What follows belongs to an exercise in optimizing a design on an open flow for small area; a production flow would make more cautious choices.
RTL that was checked went through simulation tests only; none was proved equivalent to the original.
The flow treats the clock pin as an ideal source, which a real chip does not have.
No activity file was given, so power comes from the tool's default toggle rates.

Setup of build 88:
## Pipelined_Processor
module Pipelined_Processor(
    input CLK,
    input reset,
    output [7:0] imem_addr,
    input [15:0] imem_data,
    output [7:0] dmem_addr,
    output [7:0] dmem_wdata,
    output dmem_we,
    input [7:0] dmem_rdata,
    output [7:0] result
);
localparam C_NOP = 4'b0000, C_EQ  = 4'b0001, C_SRA = 4'b0010, C_SLL  = 4'b0011,
           C_AND = 4'b0100, C_OR  = 4'b0101, C_XOR = 4'b0110, C_NOT  = 4'b0111,
           C_ADD = 4'b1000, C_SUB = 4'b1001, C_MUL = 4'b1010, C_DIV  = 4'b1011,
           C_ADI = 4'b1100, C_LD  = 4'b1101, C_ST  = 4'b1110;
reg  [7:0] pc;
reg  [7:0] rf [0:7];
reg  [7:0] a_e, b_e;
reg  [2:0] imm_e, rd_e;
reg  [3:0] c_e;
reg  [7:0] res_m, wd_m;
reg  [2:0] rd_m;
reg        rw_m, mw_m, ld_m;
reg  [7:0] res_w;
reg  [2:0] rd_w;
reg        rw_w;
wire [3:0] op  = imem_data[15:12];
wire [2:0] fn  = imem_data[11:9];
wire [2:0] rd  = imem_data[8:6];
wire [2:0] rs1 = imem_data[5:3];
wire [2:0] rs2 = imem_data[2:0];
reg  [3:0] c_d;
always @(*) begin
    case (op)
        4'b0000:
            case (fn)
                3'b000: c_d = C_ADD;
                3'b001: c_d = C_SUB;
                3'b010: c_d = C_MUL;
                3'b011: c_d = C_DIV;
                3'b100: c_d = C_AND;
  ...
Size in the first run: about 1200 cells after synthesis, roughly 59 I/O pins.
==> flow/config.mk <==
export PLATFORM = sky130hd
export DESIGN_NAME = Pipelined_Processor
export DESIGN_NICKNAME = Pipelined_Processor
export VERILOG_FILES = /design/flow/design.v
export SDC_FILE = /design/flow/constraint.sdc
export NUM_CORES = 4
export LEC_CHECK = 0
export ABC_AREA = 1
export CAP_MARGIN = 20
export CORE_MARGIN = 2
export CORE_UTILIZATION = 50
export CTS_BUF_LIST = sky130_fd_sc_hd__clkbuf_8
export CTS_CLUSTER_DIAMETER = 100
export CTS_CLUSTER_SIZE = 30
export SLEW_MARGIN = 20
==> flow/constraint.sdc <==
create_clock -name core_clock -period 13.5 [get_ports {CLK}]
set_input_delay 2.7000 -clock core_clock [delete_from_list [all_inputs] [get_ports {CLK}]]
set_output_delay 2.7000 -clock core_clock [all_outputs]
set_load 0.01 [all_outputs]
run.sh (not shown) runs the stock make flow with config.mk's settings and CLKGATE_MAP_FILE= SYNTH_SCRIPT=/design/flow/synth_recipe.tcl, a recipe that flattens the netlist after the stock synthesis.
Modified inputs, build 62 compared to build 88
Settings: a deleted CTS_CLUSTER_SIZE that had been 30; a deleted CTS_CLUSTER_DIAMETER that had been 100.
==> flow/flow/run.sh (new file) <==
#!/bin/bash
# Standard layout, but the port buffers use the smallest buffer cell.
set -euo pipefail
bash standard.sh "BUFFER_PORTS_ARGS=-buffer_cell sky130_fd_sc_hd__buf_1" finish > make_finish.log 2>&1
==> flow/standard.sh (new file) <==
#!/bin/bash
# synth_recipe.tcl (not shown) runs the flow's synth.tcl, then flattens the netlist and writes it again
# the make line also repeats each setting of config.mk as NAME=value (left out here)
make -C /OpenROAD-flow-scripts/flow DESIGN_CONFIG=/design/flow/config.mk WORK_HOME=/design/flow/orfs CLKGATE_MAP_FILE= SYNTH_SCRIPT=/design/flow/synth_recipe.tcl "${@:-finish}"
removed: flow/run.sh
## What came out
Compared with build 88, in build 62 maximum frequency now sits lower, final cell count now sits at about the same level. Met2 usage in global routing (build 62 over build 88): decrease, 0.44 points. On build 62: minimum period implied by the final worst setup slack is 0.098 ns higher than what build 88 gave. Diff build 62 and build 88: number of DRC markers after the initial detailed-route iteration lower in build 62. Register-to-register slack was higher in build 88 than in build 62. Combinational power shrinks by a few percent when moving from build 88 to build 62. Global-route usage in build 62 is 0.58 points above build 88. Remaining max-slew budget at the tightest pin on build 62 is behind build 88. Both conditions hold for build 62: the flow ran to the end and the final layout passed the timing, DRC and antenna checks. More vias were needed by build 62 than by build 88.
The inputs of build 27 differ from those of build 62 as listed below.
Settings: a change of CORE_UTILIZATION from 50 to 65.
==> flow/run.sh (new file) <==
#!/bin/bash
# synth_recipe.tcl (not shown) runs the flow's synth.tcl, then flattens the netlist and writes it again
# the make line also repeats each setting of config.mk as NAME=value (left out here)
make -C /OpenROAD-flow-scripts/flow DESIGN_CONFIG=/design/flow/config.mk WORK_HOME=/design/flow/orfs CLKGATE_MAP_FILE= SYNTH_SCRIPT=/design/flow/synth_recipe.tcl finish
removed: flow/flow/run.sh
removed: flow/standard.sh
Findings:
[compare] base=build 62 new=build 27: final area increased 2.9%, register-to-register path setup slack fell 0.08 ns, combinational share of power held steady, multi-input gate share of total cell area fell by 1.7 points.
For build 74, these inputs were changed with respect to build 27:
Settings: CORE_UTILIZATION now 50, was 65.
Results
[build 74] height of the die rose 14% relative to build 27. Of build 74 and build 27, build 27 shows the higher via count, with build 74 below it. Of build 74 and build 27, the lower final critical path time including I/O delays and setup belongs to build 74. Master of the slowest instance on the critical path: a2111oi_0 -> build 27, nor4_1 -> build 74. Going from build 27 to build 74, overall die area went up by 0.0043 mm^2; number of fill cells went up by 628. Diff build 27 -> build 74: post-route clock period utilization went down 1.3 points; final area went up 64 um^2; final cell count went up 3.6%.

Another version of the RTL of Pipelined_Processor (not shown whole).
Size: roughly 1100 cells after synthesis, ~130 flip-flops, about 59 I/O pins, roughly 0.0084 mm2 of cells after synthesis.
clock: 13.5 ns
lec_check: 0
cap_margin: 20
core_margin: 2
core_utilization: 50
cts_buf_list: sky130_fd_sc_hd__clkbuf_8
slew_margin: 20
standard.sh (not shown) runs the stock make flow with config.mk's settings and CLKGATE_MAP_FILE= SYNTH_SCRIPT=/design/flow/synth_recipe.tcl, a recipe that flattens the netlist after the stock synthesis.
==> flow/flow/run.sh <==
#!/bin/bash
# Own layout flow: the standard ORFS flow (standard.sh) with three changes:
#  - synthesis maps logic with flow/abc.script, an area-oriented ABC script,
#    instead of ORFS's speed script (everything else in synthesis is unchanged);
#  - the port buffers use the smallest buffer cell;
#  - the clock tree is built without dummy loads.
# Each make run's full output goes to a log file in this folder; ORFS's own
# per-step logs are under orfs/logs.
set -euo pipefail
W=$PWD
F=$W/flow
sed "s#source \$::env(SCRIPTS_DIR)/synth.tcl#source $W/synth_abc.tcl#" synth_recipe.tcl > $W/synth_recipe_abc.tcl
sed "s#log_cmd abc {\*}\$abc_args#log_cmd abc {*}[lreplace \$abc_args 1 1 $F/abc.script]#" \
    $FLOW_HOME/scripts/synth.tcl > $W/synth_abc.tcl
grep -q "$W/synth_abc.tcl" $W/synth_recipe_abc.tcl
grep -q "$F/abc.script" $W/synth_abc.tcl
CTS="-sink_clustering_enable -repair_clock_nets -dont_use_dummy_load -buf_list {sky130_fd_sc_hd__clkbuf_4 sky130_fd_sc_hd__clkbuf_8 sky130_fd_sc_hd__clkbuf_16}"
bash standard.sh SYNTH_SCRIPT=$W/synth_recipe_abc.tcl \
    "BUFFER_PORTS_ARGS=-buffer_cell sky130_fd_sc_hd__buf_1" \
    "CTS_ARGS=$CTS" finish > $W/make_finish.log 2>&1
==> flow/flow/abc.script <==
strash
dch
map -D 7000
topo
stime -c
Rerun with:
--- a/flow/flow/run.sh
+++ b/flow/flow/run.sh
@@ -17 +17 @@
-CTS="-sink_clustering_enable -repair_clock_nets -dont_use_dummy_load -buf_list {sky130_fd_sc_hd__clkbuf_4 sky130_fd_sc_hd__clkbuf_8 sky130_fd_sc_hd__clkbuf_16}"
+CTS="-sink_clustering_enable -repair_clock_nets -dont_use_dummy_load -buf_list \"sky130_fd_sc_hd__clkbuf_4 sky130_fd_sc_hd__clkbuf_8 sky130_fd_sc_hd__clkbuf_16\""
After rerunning: The changed run stopped in clock tree synthesis (4_1_cts). Synthesized area stays the same. Synthesized cell count is unchanged.
Rerun with:
--- a/flow/flow/run.sh
+++ b/flow/flow/run.sh
@@ -17 +17 @@
-CTS="-sink_clustering_enable -repair_clock_nets -dont_use_dummy_load -buf_list \"sky130_fd_sc_hd__clkbuf_4 sky130_fd_sc_hd__clkbuf_8 sky130_fd_sc_hd__clkbuf_16\""
+CTS="-sink_clustering_enable -repair_clock_nets -dont_use_dummy_load -buf_list sky130_fd_sc_hd__clkbuf_8"
Settings changed: CAP_MARGIN 20 to 0, SLEW_MARGIN 20 to 0.
Outcome: The changed run passed the timing, DRC and antenna checks. Synthesized area stays the same. Synthesized cell count stays the same.
Rerun with:
==> flow/flow/abc.script (replaced) <==
strash
dch
amap
topo
stime -c
Settings changed: CAP_MARGIN 0 to 20, SLEW_MARGIN 0 to 20.
Effect: The changed run completed without violations. Clock-buffer cell count stays the same. Wire length went up by about 3.6%. Via count is higher by about 3.4%. Maximum frequency barely changes. Core utilization goes up by 2.3 points. Cell area went up by about 0.37%. Combinational power increases by about 24%. Critical path depth is lower by 6. Clock power stays flat.

== run a ==
Pipelined_Processor, a different RTL version from the one above (not shown whole).
Size: about 910 cells after synthesis, roughly 59 I/O pins, ~0.0075 mm² of cells after synthesis.
Settings: LEC_CHECK=0, CAP_MARGIN=20, CORE_MARGIN=2, CORE_UTILIZATION=50, CTS_BUF_LIST=sky130_fd_sc_hd__clkbuf_8, SLEW_MARGIN=20, SYNTH_HIERARCHICAL=1; clock period 13.5 ns.
==> flow/flow/run.sh <==
#!/bin/bash
set -euo pipefail
W=$PWD
F=$W/flow
sed "s#source \$::env(SCRIPTS_DIR)/synth.tcl#source $W/synth_abc.tcl#" synth_recipe.tcl > $W/synth_recipe_abc.tcl
# ABC maps the small AND-OR-invert cells (AndOrInv6) with an area-only script
# (flow/abc_area.script) and every other module with flow/abc.script.
sed "s#log_cmd abc {\*}\$abc_args#log_cmd abc {*}[lreplace \$abc_args 1 1 $F/abc.script] AndOrInv6 %n\n  log_cmd abc {*}[lreplace \$abc_args 1 1 $F/abc_area.script] AndOrInv6#" \
    $FLOW_HOME/scripts/synth.tcl > $W/synth_abc.tcl
grep -q "$W/synth_abc.tcl" $W/synth_recipe_abc.tcl
grep -q "$F/abc.script" $W/synth_abc.tcl
grep -q "$F/abc_area.script" $W/synth_abc.tcl
CTS="-sink_clustering_enable -repair_clock_nets -dont_use_dummy_load -buf_list sky130_fd_sc_hd__clkbuf_8"
export CTS_LEAF_SINKS=24
export CTS_LEAF_PY=$F/cts_leaf.py
cp $F/openroad_wrap.sh $W/openroad_wrap.sh
chmod +x $W/openroad_wrap.sh
bash standard.sh SYNTH_SCRIPT=$W/synth_recipe_abc.tcl \
    OPENROAD_EXE=$W/openroad_wrap.sh \
    "BUFFER_PORTS_ARGS=-buffer_cell sky130_fd_sc_hd__buf_1" \
    "CTS_ARGS=$CTS" POST_CTS_TCL=$F/cts_post.tcl finish > $W/make_finish.log 2>&1
Other scripts of this flow, unchanged in this note and not shown: flow/flow/abc.script, flow/flow/abc_area.script, flow/flow/cts_leaf.py, flow/flow/cts_post.tcl, flow/flow/openroad_wrap.sh
Run a finished every stage and its layout cleared the timing, DRC and antenna checks.
Input changes introduced in run b (baseline for comparison: run a):
-- flow/config.mk --
<<< run a, line 12
>>> run b, line 12
export SETUP_SLACK_MARGIN = -0.7
Findings:
| setup skew after layout | run b vs run a | ≈ equal |. The maximum clock frequency of run b is lower than that of run a. Run b: final cycle utilization of the critical path is 2.9 points higher than what run a reported. Run b went all the way through the flow, and no timing, DRC or antenna check failed. For source-to-sink clock delay at the later pin of the worst-skew pair, run b and run a come out practically identical. | switching part of the total power | run b vs run a | 0.18 points higher |.
Function was not checked in any run of this note: the RTL went through the layout flow alone.

-- re-timing with driven ports --
How much do the figures lean on ideal ports? The routed layouts below were timed once more, with nothing changed but the port constraints.
Step 1, drivers: a clkbuf_16 drives CLK and a buf_2 each remaining input, both assumed.
Step 2 adds t to the input delays and takes it off the output delays; t is the mean of the earliest and latest rising clock arrival at the registers after step 1. Input paths then give back, and output paths get back, about the clock's delay inside the block.
a / b / c = ideal ports / drivers / drivers and shift; a / b = the first two.
| run | t (ns) | slack for setup (ns) | hold slack, ns | latest minus earliest clock arrival (ns) | pins driven straight from the clock port |
|---|---|---|---|---|---|
| build 88 | 0.491 | 3.286 / 3.286 / 3.286 | 0.399 / 0.399 / 0.399 | 0.016 / 0.016 | 1 |
| build 62 | 0.490 | 3.189 / 3.189 / 3.189 | 0.394 / 0.394 / 0.394 | 0.022 / 0.021 | 1 |
| build 27 | 0.498 | 3.110 / 3.110 / 3.110 | 0.391 / 0.391 / 0.391 | 0.016 / 0.015 | 1 |
| build 74 | 0.491 | 3.286 / 3.286 / 3.286 | 0.399 / 0.399 / 0.399 | 0.016 / 0.016 | 1 |
| the first run of note 2 | 0.458 | 1.161 / 1.161 / 1.161 | 0.431 / 0.431 / 0.431 | 0.030 / 0.029 | 1 |
| the third run of note 2 | 0.472 | 1.136 / 1.136 / 1.136 | 0.443 / 0.443 / 0.443 | 0.048 / 0.047 | 1 |
| the fourth run of note 2 | 0.469 | 1.112 / 1.112 / 1.112 | 0.391 / 0.391 / 0.391 | 0.040 / 0.039 | 1 |
| run a | 0.416 | 0.829 / 0.829 / 0.829 | 0.422 / 0.422 / 0.422 | 0.036 / 0.036 | 1 |
| run b | 0.418 | 0.432 / 0.432 / 0.432 | 0.422 / 0.422 / 0.422 | 0.040 / 0.040 | 1 |
After both steps setup and hold are still met in every run listed.
